From an optimization exercise on the open Yosys and OpenROAD flow, aimed at small area; shortcuts taken in it are not production practice.
Function was checked by simulation only, so behaviour that the tests miss may differ from the original.
No driver is modelled on the clock port, so clocking that relies on it looks cheaper here than on a real chip.
Power figures rest on the tool's default switching activity, not on a simulated workload.

// pdm_mic
module pdm_mic (
    input wire clk,
    input wire rst,
    input wire enable,
    input wire [15:0] period,
    input wire pdm_data_in,
    output wire pdm_clk_out,
    output wire [15:0] pcm_sample,
    output wire pcm_valid
);
    reg [14:0] pdm_counter;
    reg pdm_clk;
    wire [15:0] ge;
    assign ge[0] = 1'b1;
    genvar k;
    generate
        for (k = 0; k < 15; k = k + 1) begin : g_cmp
            assign ge[k+1] = pdm_counter[k] ? (~period[k+1] | ge[k])
                                            : (~period[k+1] & ge[k]);
        end
    endgenerate
    wire wrap = ge[15];
    wire pdm_tick = !rst && enable && wrap && !pdm_clk;
    always @(posedge clk) begin
        if (rst || !enable) begin
            pdm_counter <= 0;
            pdm_clk <= 0;
        end else if (wrap) begin
            pdm_counter <= 0;
            pdm_clk <= ~pdm_clk;
        end else begin
            pdm_counter <= pdm_counter + 1'b1;
  ...
clock: 10.0 ns
lec_check: 0
cap_margin: 20
core_margin: 2
core_utilization: 70
cts_buf_list: sky130_fd_sc_hd__clkbuf_8
slew_margin: 20
standard.sh (not shown) runs the stock make flow with config.mk's settings and CLKGATE_MAP_FILE= SYNTH_SCRIPT=/design/flow/synth_recipe.tcl, a recipe that flattens the netlist after the stock synthesis.
==> flow/flow/run.sh <==
#!/bin/bash
# The standard layout (standard.sh), with two changes: the port buffers
# are the smallest buffer cell, and the clock tree uses clkbuf_8 without
# dummy loads. All tool output goes to standard.log here; ORFS keeps its
# per-step logs under orfs/logs.
set -euo pipefail
export BUFFER_PORTS_ARGS="-buffer_cell sky130_fd_sc_hd__buf_1"
export CTS_ARGS="-repair_clock_nets -buf_list sky130_fd_sc_hd__clkbuf_8 -dont_use_dummy_load"
bash standard.sh > standard.log 2>&1
Next try:
--- a/flow/flow/run.sh
+++ b/flow/flow/run.sh
@@ -6,4 +6,4 @@
 set -euo pipefail
 export BUFFER_PORTS_ARGS="-buffer_cell sky130_fd_sc_hd__buf_1"
-export CTS_ARGS="-repair_clock_nets -buf_list sky130_fd_sc_hd__clkbuf_8 -dont_use_dummy_load"
+export CTS_ARGS="-sink_clustering_enable -repair_clock_nets -buf_list sky130_fd_sc_hd__clkbuf_16 -sink_clustering_size 30 -sink_clustering_max_diameter 100 -dont_use_dummy_load"
 bash standard.sh > standard.log 2>&1
What happened:
- flip-flop and latch count is unchanged
- setup slack gets worse by 0.041 ns
- design area grows by about 2.5%
- first-iteration DRC count fell by about 7%
- routed wire length rose by 7.8%

* * *

## build 51
Another version of the RTL of pdm_mic (not shown whole).
For scale: roughly 190 flip-flops, roughly 38 I/O pins, roughly 0.0074 mm^2 of cells after synthesis.
clock: 10.0 ns
lec_check: 0
cap_margin: 20
core_margin: 2
core_utilization: 40
slew_margin: 20
run.sh (not shown) runs the stock make flow with config.mk's settings and CLKGATE_MAP_FILE= SYNTH_SCRIPT=/design/flow/synth_recipe.tcl, a recipe that flattens the netlist after the stock synthesis.
Stock flow here: none of the scripts above is used.
No stage failed in build 51, and the final checks on the layout all came back clean.
## Diff of input files: build 88 against build 51
Settings: CTS_BUF_LIST: unset -> sky130_fd_sc_hd__clkbuf_8.
Notes after the runs:
Latest clock arrival within the worst-skew pair: build 88 > build 51. Delta (build 88 minus build 51): final critical-path required period has decreased, worst hold slack has increased.

* * *

== v6 ==
pdm_mic, a different RTL version from the one above (not shown whole).
Size in the first run: roughly 190 flip-flops, roughly 38 I/O pins, roughly 7100 um^2 of cells after synthesis.
==> flow/config.mk <==
export PLATFORM = sky130hd
export DESIGN_NAME = pdm_mic
export DESIGN_NICKNAME = pdm_mic
export VERILOG_FILES = /design/flow/design.v
export SDC_FILE = /design/flow/constraint.sdc
export NUM_CORES = 4
export LEC_CHECK = 0
export CAP_MARGIN = 20
export CORE_MARGIN = 2
export CORE_UTILIZATION = 80
export CTS_BUF_LIST = sky130_fd_sc_hd__clkbuf_8
export SLEW_MARGIN = 20
==> flow/constraint.sdc <==
create_clock -name core_clock -period 10.0 [get_ports {clk}]
set_input_delay 2.0000 -clock core_clock [delete_from_list [all_inputs] [get_ports {clk}]]
set_output_delay 2.0000 -clock core_clock [all_outputs]
set_load 0.01 [all_outputs]
standard.sh (not shown) runs the stock make flow with config.mk's settings and CLKGATE_MAP_FILE= SYNTH_SCRIPT=/design/flow/synth_recipe.tcl, a recipe that flattens the netlist after the stock synthesis.
==> flow/flow/run.sh <==
#!/bin/bash
# The standard layout (standard.sh), with three changes: the port
# buffers are the smallest buffer cell, the clock tree uses clkbuf_8 without
# dummy loads, and after CTS each leaf clock buffer whose estimated sink slew
# allows it becomes clkbuf_4 (flow/clk_downsize.tcl). All tool output goes
# to standard.log here; ORFS keeps its per-step logs under orfs/logs.
set -euo pipefail
export BUFFER_PORTS_ARGS="-buffer_cell sky130_fd_sc_hd__buf_1"
export CTS_ARGS="-sink_clustering_enable -repair_clock_nets -buf_list sky130_fd_sc_hd__clkbuf_8 -dont_use_dummy_load"
export POST_CTS_TCL="$PWD/flow/clk_downsize.tcl"
bash standard.sh > standard.log 2>&1
==> flow/flow/clk_downsize.tcl <==
proc worst_sink_slew {name} {
  set net [get_nets -of_objects [get_pins $name/X]]
  set worst 0
  foreach p [get_pins -of_objects $net] {
    if {[get_property $p direction] == "input"} {
      set s [get_property $p slew_max]
      if {$s > $worst} { set worst $s }
    }
  }
  return $worst
}
set limit 0.115
estimate_parasitics -placement
foreach inst [[ord::get_db_block] getInsts] {
  set name [$inst getName]
  if {[[$inst getMaster] getName] ne "sky130_fd_sc_hd__clkbuf_8"} { continue }
  set net [get_nets -of_objects [get_pins $name/X]]
  # leaf buffers only: every load is a flip-flop clock pin
  set leaf 1
  foreach p [get_pins -of_objects $net] {
    if {[get_property $p direction] == "input" && ![string match "*/CLK" [get_full_name $p]]} { set leaf 0 }
  }
  if {!$leaf} { continue }
  replace_cell $name sky130_fd_sc_hd__clkbuf_4
  estimate_parasitics -placement
  set s [worst_sink_slew $name]
  if {$s > $limit} {
    replace_cell $name sky130_fd_sc_hd__clkbuf_8
    estimate_parasitics -placement
    puts "clk_downsize: $name kept clkbuf_8 ([format %.1f [expr {$s * 1000}]] ps with clkbuf_4)"
  } else {
    puts "clk_downsize: $name now clkbuf_4 ([format %.1f [expr {$s * 1000}]] ps)"
  }
}
v6: full flow OK, the timing, DRC and antenna checks passed
> inputs changed (v6 -> v7)
Settings: swapping 80 for 70 in CORE_UTILIZATION.
==> flow/flow/run.sh <==
#!/bin/bash
# The standard layout (standard.sh), with two changes: the port buffers
# are the smallest buffer cell, and the clock tree uses clkbuf_8 without
# dummy loads. All tool output goes to standard.log here; ORFS keeps its
# per-step logs under orfs/logs.
set -euo pipefail
export BUFFER_PORTS_ARGS="-buffer_cell sky130_fd_sc_hd__buf_1"
export CTS_ARGS="-sink_clustering_enable -repair_clock_nets -buf_list sky130_fd_sc_hd__clkbuf_8 -dont_use_dummy_load"
bash standard.sh > standard.log 2>&1
removed: flow/flow/clk_downsize.tcl
[summary]
Relative to v6, worst hold-check slack has increased by 24 ps in v7.
| share of power burned in the clock network | v7 vs v6 | 2.3 points higher |
For number of global-route vias before repair, dividing the value from v6 by the value from v7 gives 1.10.
v7 has placement-stage worst setup slack above what v6 had.
NOTE die area v6->v7 increased by more than 10%
In the reports for v6 and v7, the smaller area after detailed placement belongs to v6.
Count of placed standard cells including taps: higher on v7
v7: time the worst path needs with I/O delays and setup is 320 ps lower than what v6 reported.
Comparing v6 and v7, the lower clock-pin slew on the worst setup and hold paths was measured on v7.
v7 ended with less part of the cycle the worst path needs than v6.

[re-timing with driven ports]
In the flow no input, the clock included, has a driving cell. The finished layouts below were timed again as built, in two steps. Step 1, drivers: a clkbuf_16 drives clk and a buf_2 each remaining input, both assumed. Step 2 times the ports against the registers' clock, not the clock port: input delays grow and output delays shrink by t, the midpoint of the rising clock arrivals with the driver on. Three values: ideal, step 1, step 2; two values: the first two.
| run | t (ns) | slack for setup (ns) | worst hold slack (ns) |
|---|---|---|---|
| the first run of note 1 | 0.458 | 2.526 / 2.541 / 2.083 | 0.314 / 0.314 / 0.314 |
| the second run of note 1 | 0.452 | 2.486 / 2.504 / 2.052 | 0.320 / 0.320 / 0.320 |
| build 51 | 0.465 | 2.257 / 2.264 / 1.799 | 0.321 / 0.321 / 0.321 |
| build 88 | 0.488 | 2.297 / 2.297 / 1.809 | 0.325 / 0.325 / 0.325 |
| v6 | 0.455 | 2.221 / 2.234 / 1.779 | 0.292 / 0.292 / 0.292 |
| v7 | 0.469 | 2.544 / 2.558 / 2.089 | 0.315 / 0.315 / 0.315 |
After both steps every run listed still meets setup and hold. For build 88, which loses most, drivers alone change the setup slack by 0.000 ns; drivers and shift together by -0.488 ns.
